Source: an optimization exercise on an open RTL-to-GDS flow (aim: small area, a short achievable clock period and few clock cycles per item). Production flows keep margins and buffers that such runs may drop. Where RTL was checked, it was by simulation tests only, not by an equivalence proof against the original.

Design CordicAccelerator, start of the top module:
module CordicAccelerator(
  input         clock,
  input         reset,
  input         cmd_valid,
  output        cmd_ready,
  input  [6:0]  cmd_funct,
  input  [4:0]  cmd_rd,
  input  [63:0] cmd_rs1,
  input  [63:0] cmd_rs2,
  output        resp_valid,
  input         resp_ready,
  output [4:0]  resp_rd,
  output [63:0] resp_data,
  output        busy
);
Size: ~14,000 cells after synthesis, about 2,500 flip-flops.
make LEC_CHECK=0 CAP_MARGIN=20 CORE_MARGIN=2 CORE_UTILIZATION=60 CTS_BUF_LIST='sky130_fd_sc_hd__clkbuf_8 sky130_fd_sc_hd__clkbuf_16' CTS_CLUSTER_DIAMETER=80 CTS_CLUSTER_SIZE=30 GPL_ROUTABILITY_DRIVEN=0 SETUP_SLACK_MARGIN=2.5 SLEW_MARGIN=20 finish   # period 6.0 ns
run.sh (not shown) runs the stock make flow with config.mk's settings and CLKGATE_MAP_FILE= SYNTH_SCRIPT=/design/flow/synth_recipe.tcl, a recipe that flattens the netlist after the stock synthesis.
Testbench counts at the start, summed over its fixed seeds: cycles 1,856, items 1,600.
Edit:
--- a/flow/design.v
+++ b/flow/design.v
@@ -758,40 +758,39 @@
     else p31_v <= p30_v;
     p31_x <= x217;
     p31_y <= yt218;
     p31_rd <= p30_rd;
     p31_fn <= p30_fn;
     p31_dn <= p30_dn;
     p31_d <= p30_d;
   end
   wire [31:0] y31 = p31_y ^ {32{~p31_d}};
   wire [31:0] exi = p31_x + 32'd1;
-  wire [31:0] exd = p31_x - 32'd1;
+  wire [31:0] exn = ~p31_x + 32'd1;
+  wire [31:0] exd = ~exn;   
   wire [31:0] eys = (p31_y + 32'd1) ^ {32{~p31_d}};
   wire [31:0] exs = p31_d ? exd : exi;
   assign res = p31_fn ? (p31_x[31] ? eys : y31) : (y31[31] ? exs : p31_x);
   assign end_rd = p31_rd;
   wire end_v = p31_v;
-  reg [31:0] h_data, k_data;
-  reg [4:0] h_rd, k_rd;
-  reg hv, kv, busy_r;
+  reg [31:0] h_data;
+  reg [4:0] h_rd;
+  reg hv, busy_r;
   reg blocked;
   reg [4:0] wait_n;
   wire wait_0 = (wait_n == 5'd0);
-  wire push = end_v & ~(hv & kv) & (~blocked | wait_0);
+  wire h_free = ~hv | resp_ready;
+  wire push = end_v & h_free & (~blocked | wait_0);
   assign recirc = end_v & ~push;
   assign take = ~recirc & ~blocked;
-  wire pop = hv & resp_ready;
-  wire h_load = ~hv | pop;
-  wire hv_n = h_load ? (kv | push) : 1'b1;
-  wire kv_n = h_load ? (kv & push) : (kv | push);
-  wire inflight_n = hv_n | kv_n |
+  wire hv_n = push | (hv & ~resp_ready);
+  wire inflight_n = hv_n |
       (accept | recirc) |
       p1_v |
       p2_v |
       p3_v |
       p4_v |
       p5_v |
       p6_v |
       p7_v |
       p8_v |
       p9_v |
@@ -812,40 +811,34 @@
       p24_v |
       p25_v |
       p26_v |
       p27_v |
       p28_v |
       p29_v |
       p30_v;
   always @(posedge clock) begin
     if (reset) begin
       hv <= 1'b0;
-      kv <= 1'b0;
       busy_r <= 1'b0;
       blocked <= 1'b0;
     end else begin
       hv <= hv_n;
-      kv <= kv_n;
       busy_r <= inflight_n;
       if (recirc & (~blocked | wait_0))
         blocked <= 1'b1;
       else if (push & blocked)
         blocked <= 1'b0;
     end
     if (recirc & (~blocked | wait_0))
       wait_n <= 5'd30;
     else
       wait_n <= wait_n - 5'd1;
-    if (h_load) begin
-      h_data <= kv ? k_data : res;
-      h_rd <= kv ? k_rd : end_rd;
-    end
-    if (h_load ? kv : ~kv) begin
-      k_data <= res;
-      k_rd <= end_rd;
+    if (push) begin
+      h_data <= res;
+      h_rd <= end_rd;
     end
   end
   assign resp_valid = hv;
   assign resp_rd = h_rd;
   assign resp_data = {32'h0, h_data};
   assign busy = busy_r;
 endmodule
Outcome: Hold slack gains 0.018 ns; first-iteration DRC count decreases by a few percent; register-to-register slack loses 0.03 ns; setup slack loses 0.10 ns; via count decreases slightly; synthesized cell count decreases slightly; synthesized area decreases slightly; routed wire length barely changes; die area decreases slightly; flip-flop and latch count decreases by 38; critical path depth decreases by 3.
For the second run of this note, only the layout was checked, not whether the RTL still works.

* * *

## main
CordicAccelerator, a different RTL version from the one above (not shown whole).
For scale: roughly 13000 cells after synthesis, roughly 2400 flip-flops.
clock: 6.0 ns
lec_check: 0
cap_margin: 20
core_margin: 2
core_utilization: 60
cts_buf_list: sky130_fd_sc_hd__clkbuf_4 sky130_fd_sc_hd__clkbuf_8
setup_slack_margin: 2.5
slew_margin: 20
No crash in main: every stage finished, but the layout fails its final checks due to negative setup slack.
Setup changes, main to the feature branch
--- a/flow/design.v
+++ b/flow/design.v
@@ -688,33 +688,49 @@
   always @(posedge clock) begin
     if (reset) p30_v <= 1'b0;
     else p30_v <= p29_v;
     p30_x <= x224;
     p30_y <= yt225;
     p30_rd <= p29_rd;
     p30_fn <= p29_fn;
     p30_dn <= p29_dn;
     p30_d <= p29_d;
   end
-  wire [31:0] y30 = p30_y ^ {32{~p30_d}};
-  wire [31:0] em = p30_fn ? y30 : p30_x;
-  wire [31:0] eo = p30_fn ? p30_x : y30;
-  wire etn = ~(p30_fn ^ p30_d);   
-  wire [3:0] etm = {{2{em[31]}}, em[31:30]};
-  wire [3:0] eto = {{2{eo[31]}}, eo[31:30]};
-  wire [3:0] ev = etn ? etm : -etm;
-  wire [31:0] eo31 = eo + {{28{ev[3]}}, ev};
-  wire [3:0] eq = eto - {3'b000, eo31[31]};
-  wire [3:0] edl = p30_dn ? 4'd0 : (etn ? -eq : eq);
-  assign res = em + {{28{edl[3]}}, edl};
-  assign end_rd = p30_rd;
-  wire end_v = p30_v;
+  wire [31:0] ys232 = $signed(p30_y) >>> 30;
+  wire [31:0] xs233 = $signed(p30_x) >>> 30;
+  wire [31:0] x230 = addc(p30_x, ys232, ~p30_d);
+  wire [31:0] xg235 = xs233 & {32{~p30_dn}};
+  wire [31:0] u234 = addc(p30_y, ~xg235, 1'b1);
+  wire [31:0] yt231 = u234 ^ {32{p30_d ^ p30_d}};
+  reg [31:0] p31_x, p31_y;
+  reg [4:0] p31_rd;
+  reg p31_fn, p31_dn, p31_v;
+  reg p31_d;
+  always @(posedge clock) begin
+    if (reset) p31_v <= 1'b0;
+    else p31_v <= p30_v;
+    p31_x <= x230;
+    p31_y <= yt231;
+    p31_rd <= p30_rd;
+    p31_fn <= p30_fn;
+    p31_dn <= p30_dn;
+    p31_d <= p30_d;
+  end
+  wire [31:0] ys238 = $signed(p31_y) >>> 31;
+  wire [31:0] xs239 = $signed(p31_x) >>> 31;
+  wire [31:0] x236 = addc(p31_x, ys238, ~p31_d);
+  wire [31:0] xg241 = xs239 & {32{~p31_dn}};
+  wire [31:0] u240 = addc(p31_y, ~xg241, 1'b1);
+  wire [31:0] yt237 = u240 ^ {32{p31_d ^ p31_d}};
+  assign res = p31_fn ? (yt237 ^ {32{~p31_d}}) : x236;
+  assign end_rd = p31_rd;
+  wire end_v = p31_v;
   reg [31:0] h_data, k_data;
   reg [4:0] h_rd, k_rd;
   reg hv, kv, busy_r;
   reg blocked;
   reg [4:0] wait_n;
   wire wait_0 = (wait_n == 5'd0);
   wire push = end_v & ~(hv & kv) & (~blocked | wait_0);
   assign recirc = end_v & ~push;
   assign take = ~recirc & ~blocked;
   wire pop = hv & resp_ready;
@@ -744,38 +760,39 @@
       p19_v |
       p20_v |
       p21_v |
       p22_v |
       p23_v |
       p24_v |
       p25_v |
       p26_v |
       p27_v |
       p28_v |
-      p29_v;
+      p29_v |
+      p30_v;
   always @(posedge clock) begin
     if (reset) begin
       hv <= 1'b0;
       kv <= 1'b0;
       busy_r <= 1'b0;
       blocked <= 1'b0;
     end else begin
       hv <= hv_n;
       kv <= kv_n;
       busy_r <= inflight_n;
       if (recirc & (~blocked | wait_0))
         blocked <= 1'b1;
       else if (push & blocked)
         blocked <= 1'b0;
     end
     if (recirc & (~blocked | wait_0))
-      wait_n <= 5'd29;
+      wait_n <= 5'd30;
     else
       wait_n <= wait_n - 5'd1;
     if (h_load) begin
       h_data <= kv ? k_data : res;
       h_rd <= kv ? k_rd : end_rd;
     end
     if (h_load ? kv : ~kv) begin
       k_data <= res;
       k_rd <= end_rd;
     end
- Summary: worst hold-check slack, the feature branch better than main
- Comparing proportion of layout cells with a drive suffix above 1 for the feature branch and main, the smaller number came from main.
- Looking only at maximum frequency, and setting everything else aside, the lower value of the feature branch and main goes to main.
- Summary of the feature branch over main: sum of negative setup slack +10890 ps; chip height climbed 1.7%.
- The feature branch ended up with register to output pin as its path type of the worst setup path; main ended up with register to register.
- Count of buffers added by post-CTS timing repair for setup (the feature branch over main): increase, 106
- Of the feature branch and main, the run reporting the higher fraction of the cycle the final worst path needs was main.
- The flow did not stop early for the feature branch: all stages ran, and the layout cleared the timing, design-rule and antenna checks.
- Diff main -> the feature branch: number of non-clock buffers in the layout saw an increase, average routed wire per standard cell saw a decrease.
- Going from main to the feature branch, the count of clock tree sinks was found to have gone up by 3.0%.
- Synthesized cell count, the feature branch vs main: up by a few percent
- The feature branch: number of vias after detailed routing is 4.6% higher than what main reported.
Testbench counts of the feature branch, summed over its fixed seeds: cycles 1,856, items 1,600.
Only the layout flow was run in main; the RTL was not checked for function there.

* * *

CordicAccelerator, a different RTL version from the one above (not shown whole).
Size in the first run: ~0.14 mm² of cells after synthesis.
clock: 6.0 ns
lec_check: 0
cap_margin: 20
core_margin: 2
core_utilization: 60
cts_buf_list: sky130_fd_sc_hd__clkbuf_4 sky130_fd_sc_hd__clkbuf_8
setup_slack_margin: 2.5
slew_margin: 20
Next try:
--- a/flow/design.v
+++ b/flow/design.v
@@ -732,16 +732,18 @@
     p31_y <= yt218;
     p31_rd <= p30_rd;
     p31_fn <= p30_fn;
     p31_dn <= p30_dn;
     p31_d <= p30_d;
   end
   wire [31:0] y31 = p31_y ^ {32{~p31_d}};
-  wire [31:0] exs = p31_x + (p31_d ? 32'hffffffff : 32'd1);
-  wire [31:0] eys = y31 + (p31_d ? 32'd1 : 32'hffffffff);
+  wire [31:0] exi = p31_x + 32'd1;
+  wire [31:0] exd = p31_x - 32'd1;
+  wire [31:0] eys = (p31_y + 32'd1) ^ {32{~p31_d}};
+  wire [31:0] exs = p31_d ? exd : exi;
   assign res = p31_fn ? (p31_x[31] ? eys : y31) : (y31[31] ? exs : p31_x);
   assign end_rd = p31_rd;
   wire end_v = p31_v;
   reg [31:0] h_data, k_data;
   reg [4:0] h_rd, k_rd;
   reg hv, kv, busy_r;
   reg blocked;
Area after synthesis decreases by 1.6%.
Register-to-register slack gains 0.19 ns.
Non-clock buffer count increases by 262.
Hold slack loses 0.024 ns.
Global-route usage increases by 0.41 points.
Cell area barely changes.
Testbench counts after the change, summed over its fixed seeds: cycles 1,856, items 1,600.
Only the layout flow was run in the first run of this note; the RTL was not checked for function there.

* * *

## rev 12
CordicAccelerator, a different RTL version from the one above (not shown whole).
Size in the first run: ~16000 cells after synthesis, roughly 2500 flip-flops, roughly 220 I/O pins, ~150000 µm² of cells after synthesis.
==> flow/design.v (excerpt) <==
module CordicAccelerator(
  input         clock,
  input         reset,
  input         cmd_valid,
  output        cmd_ready,
  input  [6:0]  cmd_funct,
  input  [4:0]  cmd_rd,
  input  [63:0] cmd_rs1,
  input  [63:0] cmd_rs2,
  output        resp_valid,
  input         resp_ready,
  output [4:0]  resp_rd,
  output [63:0] resp_data,
  output        busy
);
make LEC_CHECK=0 CAP_MARGIN=20 CORE_MARGIN=2 CORE_UTILIZATION=60 CTS_BUF_LIST='sky130_fd_sc_hd__clkbuf_4 sky130_fd_sc_hd__clkbuf_8' SETUP_SLACK_MARGIN=2.5 SLEW_MARGIN=20 finish   # period 6.0 ns
## Diff of input files: rev 13 against rev 12
--- a/flow/design.v
+++ b/flow/design.v
@@ -22,19 +22,19 @@
       gg = g;
       pp = p;
       gg[0] = g[0] | (p[0] & c);
       pp[0] = 1'b0;
       for (l = 0; l < 5; l = l + 1) begin
         gn = gg;
         pn = pp;
         for (k = 0; k < 32; k = k + 1)
-          if (k >= (1 << l)) begin
-            gn[k] = gg[k] | (pp[k] & gg[k - (1 << l)]);
-            pn[k] = pp[k] & pp[k - (1 << l)];
+          if (k[l]) begin
+            gn[k] = gg[k] | (pp[k] & gg[((k >> l) << l) - 1]);
+            pn[k] = pp[k] & pp[((k >> l) << l) - 1];
           end
         gg = gn;
         pp = pn;
       end
       addc = p ^ {gg[30:0], c};
     end
   endfunction
   wire recirc;    
@@ -731,21 +731,22 @@
     p31_x <= x217;
     p31_y <= yt218;
     p31_rd <= p30_rd;
     p31_fn <= p30_fn;
     p31_dn <= p30_dn;
     p31_d <= p30_d;
   end
   wire [31:0] y31 = p31_y ^ {32{~p31_d}};
-  wire [31:0] exi = p31_x + 32'd1;
-  wire [31:0] exd = p31_x - 32'd1;
-  wire [31:0] eys = (p31_y + 32'd1) ^ {32{~p31_d}};
-  wire [31:0] exs = p31_d ? exd : exi;
-  assign res = p31_fn ? (p31_x[31] ? eys : y31) : (y31[31] ? exs : p31_x);
+  wire [31:0] em = p31_fn ? y31 : p31_x;
+  wire eon = p31_fn ? p31_x[31] : y31[31];
+  wire etn = ~(p31_fn ^ p31_d);   
+  wire [31:0] emp = em + 32'd1;
+  wire [31:0] emm = em - 32'd1;
+  assign res = eon ? (etn ? emp : emm) : em;
   assign end_rd = p31_rd;
   wire end_v = p31_v;
   reg [31:0] h_data, k_data;
   reg [4:0] h_rd, k_rd;
   reg hv, kv, busy_r;
   reg blocked;
   reg [4:0] wait_n;
   wire wait_0 = (wait_n == 5'd0);
## What came out
Diff rev 13..rev 12 | deepest clock path buffer count | unchanged
Per the comparison of rev 13 with rev 12, post-layout worst setup margin increased 150 ps; clock skew after layout went down; die area decreased 7.4%.
Core utilization of the finished layout: lower on rev 13
Rev 12 ended up with p11_x[11] as its launch point of the worst path; rev 13 ended up with p31_d.
Rev 13 — via-per-instance ratio 0.26 lower, rev 12 as reference
Changes observed in rev 13 relative to rev 12: worst path required time went down 190 ps.
Worst setup path endpoint = h_data[30]: rev 13; worst setup path endpoint = p12_y[30]: rev 12
Relative to rev 12, the die boundary width of rev 13 is lower by about 3.7%.
Relative to rev 12, initial antenna violation count has decreased by 12 in rev 13.
Routed wire in rev 13 totals less than in rev 12.
Function was not checked in any run of this note: the RTL went through the layout flow alone.

## port drivers added, routing unchanged
Ports are ideal in the flow. The routed layouts listed here were re-timed in OpenROAD.
Step 1 assumes that a clkbuf_16 drives the clock port and a buf_2 every other input.
Step 2 moves the port delays by t, midway between the first and last clock arrival at a register: inputs arrive t later, outputs are due t later. That takes back most of the time a late clock gives input paths.
Slacks: ideal ports / drivers / drivers and shift; pairs: ideal ports / drivers.
| run | t, ns | setup WS [ns] | worst hold slack (ns) | slew at the worst register clock pin (ns) |
|---|---|---|---|---|
| the first run of note 1 | 0.931 | 2.502 / 2.501 / 1.757 | 0.310 / 0.310 / 0.310 | 0.11 / 0.11 |
| the second run of note 1 | 0.908 | 2.400 / 2.307 / 1.690 | 0.328 / 0.328 / 0.328 | 0.11 / 0.11 |
| main | 1.157 | -0.360 / -0.360 / -0.360 | 0.275 / 0.275 / 0.275 | 0.07 / 0.07 |
| the feature branch | 1.151 | 2.317 / 2.228 / 1.469 | 0.292 / 0.292 / 0.292 | 0.07 / 0.07 |
| the first run of note 3 | 1.151 | 2.187 / 2.187 / 1.582 | 0.262 / 0.262 / 0.262 | 0.07 / 0.07 |
| the second run of note 3 | 1.171 | 2.381 / 2.327 / 1.622 | 0.238 / 0.238 / 0.238 | 0.07 / 0.07 |
| rev 12 | 1.177 | 2.166 / 2.166 / 1.536 | 0.297 / 0.297 / 0.297 | 0.08 / 0.08 |
| rev 13 | 1.171 | 2.312 / 2.312 / 1.686 | 0.288 / 0.288 / 0.288 | 0.07 / 0.07 |
For the feature branch, which loses most, drivers alone change the setup slack by -0.089 ns; drivers and shift together by -0.848 ns.
